Background: an optimization exercise with open tools, aiming at small area, a short achievable clock period and few clock cycles. Do not read the settings as production practice.
In this exercise RTL edits were held to simulation tests only and were not proved equivalent to the original.
Power is estimated from default activity; no workload was simulated.

Design MIPS, start of the top module:
module MIPS (
	input				clk,
	input				rst,
	output	[7:0]		imem_addr,
	input		[15:0]	imem_rdata,
	output	[15:0]	dmem_addr,
	output	[15:0]	dmem_wdata,
	output				dmem_we,
	input		[15:0]	dmem_rdata
);
reg  [7:1]	s1, s2;		 
reg			f1, f2;		 
reg			e_imm;		 
reg  [5:0]	e_i6;		 
reg			e_sub, e_add, e_and, e_or, e_xor, e_sll, e_sra, e_srl;
reg			e_st, e_ld, e_wr, e_br;	 
reg  [2:0]	e_rd;
reg  [7:0]	e_tgt;		 
reg			e_stl;		 
reg  [15:0]	res;
reg  [15:0]	sd;
reg			mwe, wbe, mld;
reg  [2:0]	mrd;
reg  [7:0]	pc;
wire [7:0]	pc1 = pc + 8'd1;
assign imem_addr = pc;
wire [15:0]	ins = imem_rdata;
wire [3:0]	op  = ins[15:12];
wire [2:0]	rd  = ins[11:9];
wire [2:0]	rs1 = ins[8:6];
wire [2:0]	rs2 = ins[5:3];
wire [7:0]	tgt = pc1 + {{2{ins[5]}}, ins[5:0]};
wire d_alu  = (op >= 4'd1) && (op <= 4'd8);
wire d_addi = op == 4'd9;
wire d_ld   = op == 4'd10;
wire d_st   = op == 4'd11;
wire d_br   = op == 4'd12;
wire d_use1 = d_alu | d_addi | d_ld | d_st | d_br;
wire d_use2 = d_alu | d_st;
wire rd_nz  = rd != 3'd0;
wire d_wr   = (d_alu | d_addi | d_ld) & rd_nz;
wire br0    = d_br & (rs1 == 3'd0);
wire [2:0]	ra2 = d_st ? rd : rs2;
wire e_fw   = e_wr & !e_ld;
wire m1     = d_use1 && (rs1 == e_rd);
wire m2     = d_use2 && (ra2 == e_rd);
wire [7:0]	oh1 = d_use1 ? (8'd1 << rs1) : 8'd0;
wire [7:0]	oh2 = d_use2 ? (8'd1 << ra2) : 8'd0;
wire [15:0]	r1, r2;
wire [15:0]	wd = mld ? dmem_rdata : res;
reg_file rf (.clk(clk), .rst(rst), .we(wbe), .wa(mrd), .wd(wd),
	.s1(s1), .rd1(r1), .s2(s2), .rd2(r2));
  ...
==> flow/config.mk <==
export PLATFORM = sky130hd
export DESIGN_NAME = MIPS
export DESIGN_NICKNAME = MIPS
export VERILOG_FILES = /design/flow/design.v
export SDC_FILE = /design/flow/constraint.sdc
export NUM_CORES = 4
export LEC_CHECK = 0
export CAP_MARGIN = 20
export CORE_MARGIN = 2
export CORE_UTILIZATION = 40
export PLACE_DENSITY = 0.6
export SETUP_SLACK_MARGIN = 4
export SLEW_MARGIN = 20
==> flow/constraint.sdc <==
create_clock -name core_clock -period 8.0 [get_ports {clk}]
set_input_delay 1.6000 -clock core_clock [delete_from_list [all_inputs] [get_ports {clk}]]
set_output_delay 1.6000 -clock core_clock [all_outputs]
set_load 0.01 [all_outputs]
run.sh (not shown) runs the stock make flow with config.mk's settings and CLKGATE_MAP_FILE= SYNTH_SCRIPT=/design/flow/synth_recipe.tcl, a recipe that flattens the netlist after the stock synthesis.
Testbench counts at the start, summed over its fixed seeds: cycles 58,788.
Rerun with:
--- a/flow/config.mk
+++ b/flow/config.mk
@@ -10,4 +10,4 @@
 export CORE_UTILIZATION = 40
 export PLACE_DENSITY = 0.6
-export SETUP_SLACK_MARGIN = 4
+export SETUP_SLACK_MARGIN = 5
 export SLEW_MARGIN = 20
Result: Combinational power increases by 30%. Hold slack gets better by 0.017 ns. Die area does not change.
Rerun with:
==> flow/flow/run.sh (new file) <==
#!/bin/bash
# The standard layout, with plain buffers (not delay cells) on the ports.
set -euo pipefail
bash standard.sh BUFFER_PORTS_ARGS="-buffer_cell sky130_fd_sc_hd__buf_2" finish > standard.log 2>&1
==> flow/standard.sh (new file) <==
#!/bin/bash
# synth_recipe.tcl (not shown) runs the flow's synth.tcl, then flattens the netlist and writes it again
# the make line also repeats each setting of config.mk as NAME=value (left out here)
make -C /OpenROAD-flow-scripts/flow DESIGN_CONFIG=/design/flow/config.mk WORK_HOME=/design/flow/orfs CLKGATE_MAP_FILE= SYNTH_SCRIPT=/design/flow/synth_recipe.tcl "${@:-finish}"
removed: flow/run.sh
The new run completed with no timing, DRC or antenna violations.
Area after synthesis does not change.
Global-route usage decreases by 0.41 points.
Via count falls by 1.6%.
Hold slack loses 0.0094 ns.
Total power went down by 3.8%.
Worst setup slack improves by 0.012 ns.
Clock skew is about the same.

==> separate check: timing with driven ports <==
Ports are ideal in the flow. The routed layouts listed here were re-timed in OpenROAD.
Step 1, drivers: a clkbuf_16 drives clk and a buf_2 each remaining input, both assumed.
Step 2, shift: input delay + t, output delay - t, t = (earliest + latest rising clock arrival at the registers) / 2. This alone moves slack from input paths to output paths.
Three values: ideal ports, drivers, drivers and shift; two values: the first two.
run | shift t [ns] | setup WS [ns] | worst setup path after step 2 | clock arrival spread, ns | pins driven straight from the clock port
the first run | 0.564 | 4.112 / 4.112 / 3.604 | input to register | 0.018 / 0.019 | 1
the second run | 0.565 | 4.556 / 4.556 / 4.478 | input to register | 0.017 / 0.017 | 1
the third run | 0.566 | 4.568 / 4.568 / 4.487 | input to register | 0.015 / 0.015 | 1
After both steps every run listed still meets setup and hold. The setup slack of the first run, which loses most, moves by 0.000 ns with the drivers and by -0.508 ns with both steps.
